This is an optimization exercise on Yosys and OpenROAD, whose aim is small area and a short achievable clock period, not a production implementation. The RTL was checked by simulation tests, not by an equivalence proof against the original design.

==> flow/design.v <==
module ks_add(a, b, cin, s, cout);
  parameter W = 32;
  parameter L = 5;           
  input [W-1:0] a;
  input [W-1:0] b;
  input cin;
  output [W-1:0] s;
  output cout;
  wire [W-1:0] p0 = a ^ b;
  wire [W-1:0] g [0:L];
  wire [W-1:0] p [0:L];
  assign g[0] = a & b;
  assign p[0] = p0;
  genvar l, i;
  generate
    for (l = 0; l < L; l = l + 1) begin : lv
      for (i = 0; i < W; i = i + 1) begin : bt
        if (i >= (1 << l)) begin : m
          assign g[l+1][i] = g[l][i] | (p[l][i] & g[l][i-(1<<l)]);
          assign p[l+1][i] = p[l][i] & p[l][i-(1<<l)];
        end else begin : k
          assign g[l+1][i] = g[l][i];
          assign p[l+1][i] = p[l][i];
        end
      end
    end
  endgenerate
  wire [W-1:0] cy = g[L] | (p[L] & {W{cin}});
  assign s = p0 ^ {cy[W-2:0], cin};
  assign cout = cy[W-1];
endmodule
module norm(A, mul, D, sh);
  input [31:0] A;
  input mul;
  output [31:0] D;
  output [4:0] sh;
  wire z16 = ~mul & ~|A[31:16];
  wire [31:0] a1 = z16 ? {A[15:0], 16'b0} : A;
  wire z8 = ~mul & ~|a1[31:24];
  wire [31:0] a2 = z8 ? {a1[23:0], 8'b0} : a1;
  wire z4 = ~mul & ~|a2[31:28];
  wire [31:0] a3 = z4 ? {a2[27:0], 4'b0} : a2;
  wire z2 = ~mul & ~|a3[31:30];
  wire [31:0] a4 = z2 ? {a3[29:0], 2'b0} : a3;
  wire z1 = ~mul & ~a4[31];
  assign D = z1 ? {a4[30:0], 1'b0} : a4;
  assign sh = {z16, z8, z4, z2, z1};
endmodule
module qsel(yh, gl, mul, bq, q);
  input [6:0] yh;
  input [17:0] gl;
  input mul;
  input [2:0] bq;
  output [2:0] q;
  wire [6:0] yo = {~yh[6], yh[5:0]};    
  wire cg2_0 = yo >= 7'd76;   
  wire cg2_1 = yo >= 7'd77;   
  wire cg2_2 = yo >= 7'd78;   
  wire cg2_3 = yo >= 7'd80;   
  wire cg2_4 = yo >= 7'd82;   
  wire cg2_5 = yo >= 7'd85;   
  wire cg2_6 = yo >= 7'd86;   
  wire ge2 = (gl[0] & cg2_0) | (gl[1] & cg2_1) | (gl[2] & cg2_2) | (gl[3] & cg2_3) | (gl[4] & cg2_4) | (gl[5] & cg2_5) | (gl[6] & cg2_6);
  wire cg1_0 = yo >= 7'd68;   
  wire cg1_1 = yo >= 7'd70;   
  wire ge1 = (gl[7] & cg1_0) | (gl[8] & cg1_1);
  wire cg0_0 = yo >= 7'd59;   
  wire cg0_1 = yo >= 7'd57;   
  wire ge0 = (gl[9] & cg0_0) | (gl[10] & cg0_1);
  wire cgm1_0 = yo >= 7'd51;   
  wire cgm1_1 = yo >= 7'd50;   
  wire cgm1_2 = yo >= 7'd49;   
  wire cgm1_3 = yo >= 7'd48;   
  wire cgm1_4 = yo >= 7'd46;   
  wire cgm1_5 = yo >= 7'd44;   
  wire cgm1_6 = yo >= 7'd41;   
  wire gem1 = (gl[11] & cgm1_0) | (gl[12] & cgm1_1) | (gl[13] & cgm1_2) | (gl[14] & cgm1_3) | (gl[15] & cgm1_4) | (gl[16] & cgm1_5) | (gl[17] & cgm1_6);
  wire [2:0] qs = {ge1, ge2 | ~gem1, (ge1 & ~ge2) | (~ge0 & gem1)};
  assign q = mul ? bq : qs;
endmodule
module breadboard(clk, reset, A, B, C, opcode, ERR_out);
  input clk;
  input reset;
  input [3:0] opcode;
  input [31:0] A;
  input [31:0] B;
  output [31:0] C;
  output ERR_out;
  reg [31:0] C;
  reg ERR_out;
  wire mul = (opcode == 4'd3);
  wire [31:0] D;
  wire [4:0] sh;
  norm nrm (.A(A), .mul(mul), .D(D), .sh(sh));
  wire z16 = sh[4];
  wire z8 = sh[3];
  wire z4 = sh[2];
  wire z2 = sh[1];
  wire z1 = sh[0];
  wire [62:0] n0 = {31'b0, B & {32{~mul}}};
  wire [62:0] n1 = z16 ? {n0[46:0], 16'b0} : n0;
  wire [62:0] n2 = z8 ? {n1[54:0], 8'b0} : n1;
  wire [62:0] n3 = z4 ? {n2[58:0], 4'b0} : n2;
  wire [62:0] n4 = z2 ? {n3[60:0], 2'b0} : n3;
  wire [62:0] N = z1 ? {n4[61:0], 1'b0} : n4;
  wire [3:0] di = D[30:27];
  wire g2_0 = (di >= 4'd0) & (di <= 4'd1);
  wire g2_1 = (di == 4'd2);
  wire g2_2 = (di >= 4'd3) & (di <= 4'd4);
  wire g2_3 = (di >= 4'd5) & (di <= 4'd7);
  wire g2_4 = (di >= 4'd8) & (di <= 4'd10);
  wire g2_5 = (di >= 4'd11) & (di <= 4'd14);
  wire g2_6 = (di == 4'd15);
  wire g1_0 = (di >= 4'd0) & (di <= 4'd7);
  wire g1_1 = (di >= 4'd8) & (di <= 4'd15);
  wire g0_0 = (di >= 4'd0) & (di <= 4'd6);
  wire g0_1 = (di >= 4'd7) & (di <= 4'd15);
  wire gm1_0 = (di == 4'd0);
  wire gm1_1 = (di >= 4'd1) & (di <= 4'd2);
  wire gm1_2 = (di == 4'd3);
  wire gm1_3 = (di >= 4'd4) & (di <= 4'd5);
  wire gm1_4 = (di >= 4'd6) & (di <= 4'd8);
  wire gm1_5 = (di >= 4'd9) & (di <= 4'd11);
  wire gm1_6 = (di >= 4'd12) & (di <= 4'd15);
  wire [17:0] gl = {gm1_6, gm1_5, gm1_4, gm1_3, gm1_2, gm1_1, gm1_0, g0_1, g0_0, g1_1, g1_0, g2_6, g2_5, g2_4, g2_3, g2_2, g2_1, g2_0};
  wire [32:0] S [0:16];
  wire [32:0] Cy [0:16];
  wire [31:0] Qp;
  wire [31:0] Qn;
  assign S[16] = {2'b0, N[62:32]};
  assign Cy[16] = 33'b0;
  genvar j;
  generate
    for (j = 15; j >= 0; j = j - 1) begin : row
      wire [32:0] s_in = S[j+1];
      wire [32:0] c_in = Cy[j+1];
      wire [6:0] yh;
      if (j == 15) begin : e0
        assign yh = s_in[32:26];
      end else begin : en
        wire yc;
        ks_add #(.W(7), .L(3)) est (.a(s_in[32:26]), .b(c_in[32:26]), .cin(1'b0), .s(yh), .cout(yc));
      end
      wire bh = B[2*j+1];
      wire bl = B[2*j];
      wire bm;
      if (j == 0) begin : b0
        assign bm = 1'b0;
      end else begin : bn
        assign bm = B[2*j-1];
      end
      wire [2:0] bq = {bh & ~(bl & bm), (bh & ~bl & ~bm) | (~bh & bl & bm), bl ^ bm};
      wire [2:0] q;
      qsel qs (.yh(yh), .gl(gl), .mul(mul), .bq(bq), .q(q));
      wire sub = q[2];
      wire two = q[1];
      wire one = q[0];
      wire [32:0] mag = ({33{one}} & {1'b0, D}) | ({33{two}} & {D, 1'b0});
      wire [32:0] t = mag ^ {33{sub}};
      wire [32:0] s4 = {s_in[30:0], N[2*j+1], N[2*j]};
      wire [32:0] c4 = {c_in[30:0], 1'b0, sub};
      wire [32:0] mj = (s4 & c4) | (s4 & t) | (c4 & t);
      assign S[j] = s4 ^ c4 ^ t;
      assign Cy[j] = {mj[31:0], 1'b0};
      assign Qp[2*j+1:2*j] = {sub & two, sub & one};
      assign Qn[2*j+1:2*j] = {~sub & two, ~sub & one};
    end
  endgenerate
  wire [32:0] W;
  wire wc;
  ks_add #(.W(33), .L(6)) fin (.a(S[0]), .b(Cy[0]), .cin(1'b0), .s(W), .cout(wc));
  wire neg = W[32];
  wire [31:0] dz = D;
  wire [31:0] x3 = S[0][31:0] ^ Cy[0][31:0] ^ dz;
  wire [31:0] y3 = (S[0][31:0] & Cy[0][31:0]) | (S[0][31:0] & dz) | (Cy[0][31:0] & dz);
  wire [31:0] W2;
  wire w2c;
  ks_add #(.W(32), .L(5)) cor (.a(x3), .b({y3[30:0], 1'b0}), .cin(1'b0), .s(W2), .cout(w2c));
  wire [31:0] Rn = neg ? W2 : W[31:0];
  wire [31:0] R = Rn >> sh;
  wire [31:0] Qv;
  wire qc;
  ks_add #(.W(32), .L(5)) quo_add (.a(Qp), .b(~Qn), .cin(~neg), .s(Qv), .cout(qc));
  wire a_is0 = (A == 32'd0);
  wire a_is1 = (A == 32'd1);
  wire [31:0] quo = a_is0 ? 32'hFFFFFFFF : (a_is1 ? B : Qv);
  wire [31:0] rem = a_is0 ? B : (a_is1 ? 32'd0 : R);
  wire [31:0] prod = W[31:0];
  wire [32:0] ca;
  wire [32:0] cs;
  wire [31:0] sum;
  wire [31:0] dif;
  assign ca[0] = 1'b0;
  assign cs[0] = 1'b1;
  genvar i;
  generate
    for (i = 0; i < 32; i = i + 1) begin : rc
      wire na = ~A[i];
      assign sum[i] = A[i] ^ B[i] ^ ca[i];
      assign ca[i+1] = (A[i] & B[i]) | (A[i] & ca[i]) | (B[i] & ca[i]);
      assign dif[i] = B[i] ^ na ^ cs[i];
      assign cs[i+1] = (B[i] & na) | (B[i] & cs[i]) | (na & cs[i]);
    end
  endgenerate
  reg [31:0] nxt;
  always @(*) begin
    case (opcode)
      4'd0: nxt = C;
      4'd1: nxt = sum;
      4'd2: nxt = dif;
      4'd3: nxt = prod;
      4'd4: nxt = quo;
      4'd5: nxt = rem;
      4'd6: nxt = A & B;
      4'd7: nxt = A | B;
      4'd8: nxt = A ^ B;
      4'd9: nxt = ~B;
      4'd10: nxt = ~(A & B);
      4'd11: nxt = ~(A | B);
      4'd12: nxt = ~(A ^ B);
      4'd13: nxt = {A[30:0], 1'b0};
      4'd14: nxt = {1'b0, A[31:1]};
      default: nxt = 32'd0;
    endcase
  end
  always @(posedge clk) begin
    if (reset)
      C <= 32'd0;
    else
      C <= nxt;
    ERR_out <= ca[32];
  end
endmodule
make LEC_CHECK=0 CAP_MARGIN=20 CORE_MARGIN=2 CORE_UTILIZATION=40 SLEW_MARGIN=20 SYNTH_HIERARCHICAL=1 finish   # period 80.0 ns
run.sh (not shown) runs the stock make flow with config.mk's settings and CLKGATE_MAP_FILE= SYNTH_SCRIPT=/design/flow/synth_recipe.tcl, a recipe that flattens the netlist after the stock synthesis.
Change:
--- a/flow/design.v
+++ b/flow/design.v
@@ -12,15 +12,15 @@
   assign g[0] = a & b;
   assign p[0] = p0;
   genvar l, i;
   generate
     for (l = 0; l < L; l = l + 1) begin : lv
       for (i = 0; i < W; i = i + 1) begin : bt
-        if (i >= (1 << l)) begin : m
-          assign g[l+1][i] = g[l][i] | (p[l][i] & g[l][i-(1<<l)]);
-          assign p[l+1][i] = p[l][i] & p[l][i-(1<<l)];
+        if ((i >> l) & 1) begin : m
+          assign g[l+1][i] = g[l][i] | (p[l][i] & g[l][((i >> l) << l) - 1]);
+          assign p[l+1][i] = p[l][i] & p[l][((i >> l) << l) - 1];
         end else begin : k
           assign g[l+1][i] = g[l][i];
           assign p[l+1][i] = p[l][i];
         end
       end
     end
=> Cell area hardly moves; flip-flop and latch count stays the same; clock-buffer cell count falls by 1; utilization rises by 1.3 points; worst hold slack degrades by 56 ps; critical path depth rises by 22; worst setup slack degrades by 110 ps; sequential share of layout area stays flat; maximum frequency hardly moves; global-route usage falls by 0.37 points; clock skew is unchanged.

## re-timing with driven ports
Ports are ideal in the flow. The routed layouts listed here were re-timed in OpenROAD. Step 1 (the two cells are an assumption about what drives the block):
set clk [get_ports {clk}]
set_driving_cell -lib_cell sky130_fd_sc_hd__clkbuf_16 $clk
set_driving_cell -lib_cell sky130_fd_sc_hd__buf_2 [delete_from_list [all_inputs] $clk]
Step 2 moves the port delays by t, midway between the first and last clock arrival at a register: inputs arrive t later, outputs are due t later. That takes back most of the time a late clock gives input paths. Slacks: no drivers / after step 1 / after step 2; pairs: no drivers / after step 1.
| run | shift t [ns] | setup WS [ns] | worst setup path after step 2 | worst slew at a driven data input, ns | cell pins on the clock port's net |
|---|---|---|---|---|---|
| the first run | 0.356 | 2.666 / 2.678 / 2.322 | input to register | 0.08 | 1 |
| the second run | 0.347 | 2.555 / 2.576 / 2.229 | input to register | 0.08 | 1 |
After both steps every run listed still meets setup and hold. For the first run, which loses most, drivers alone change the setup slack by +0.012 ns; drivers and shift together by -0.344 ns.
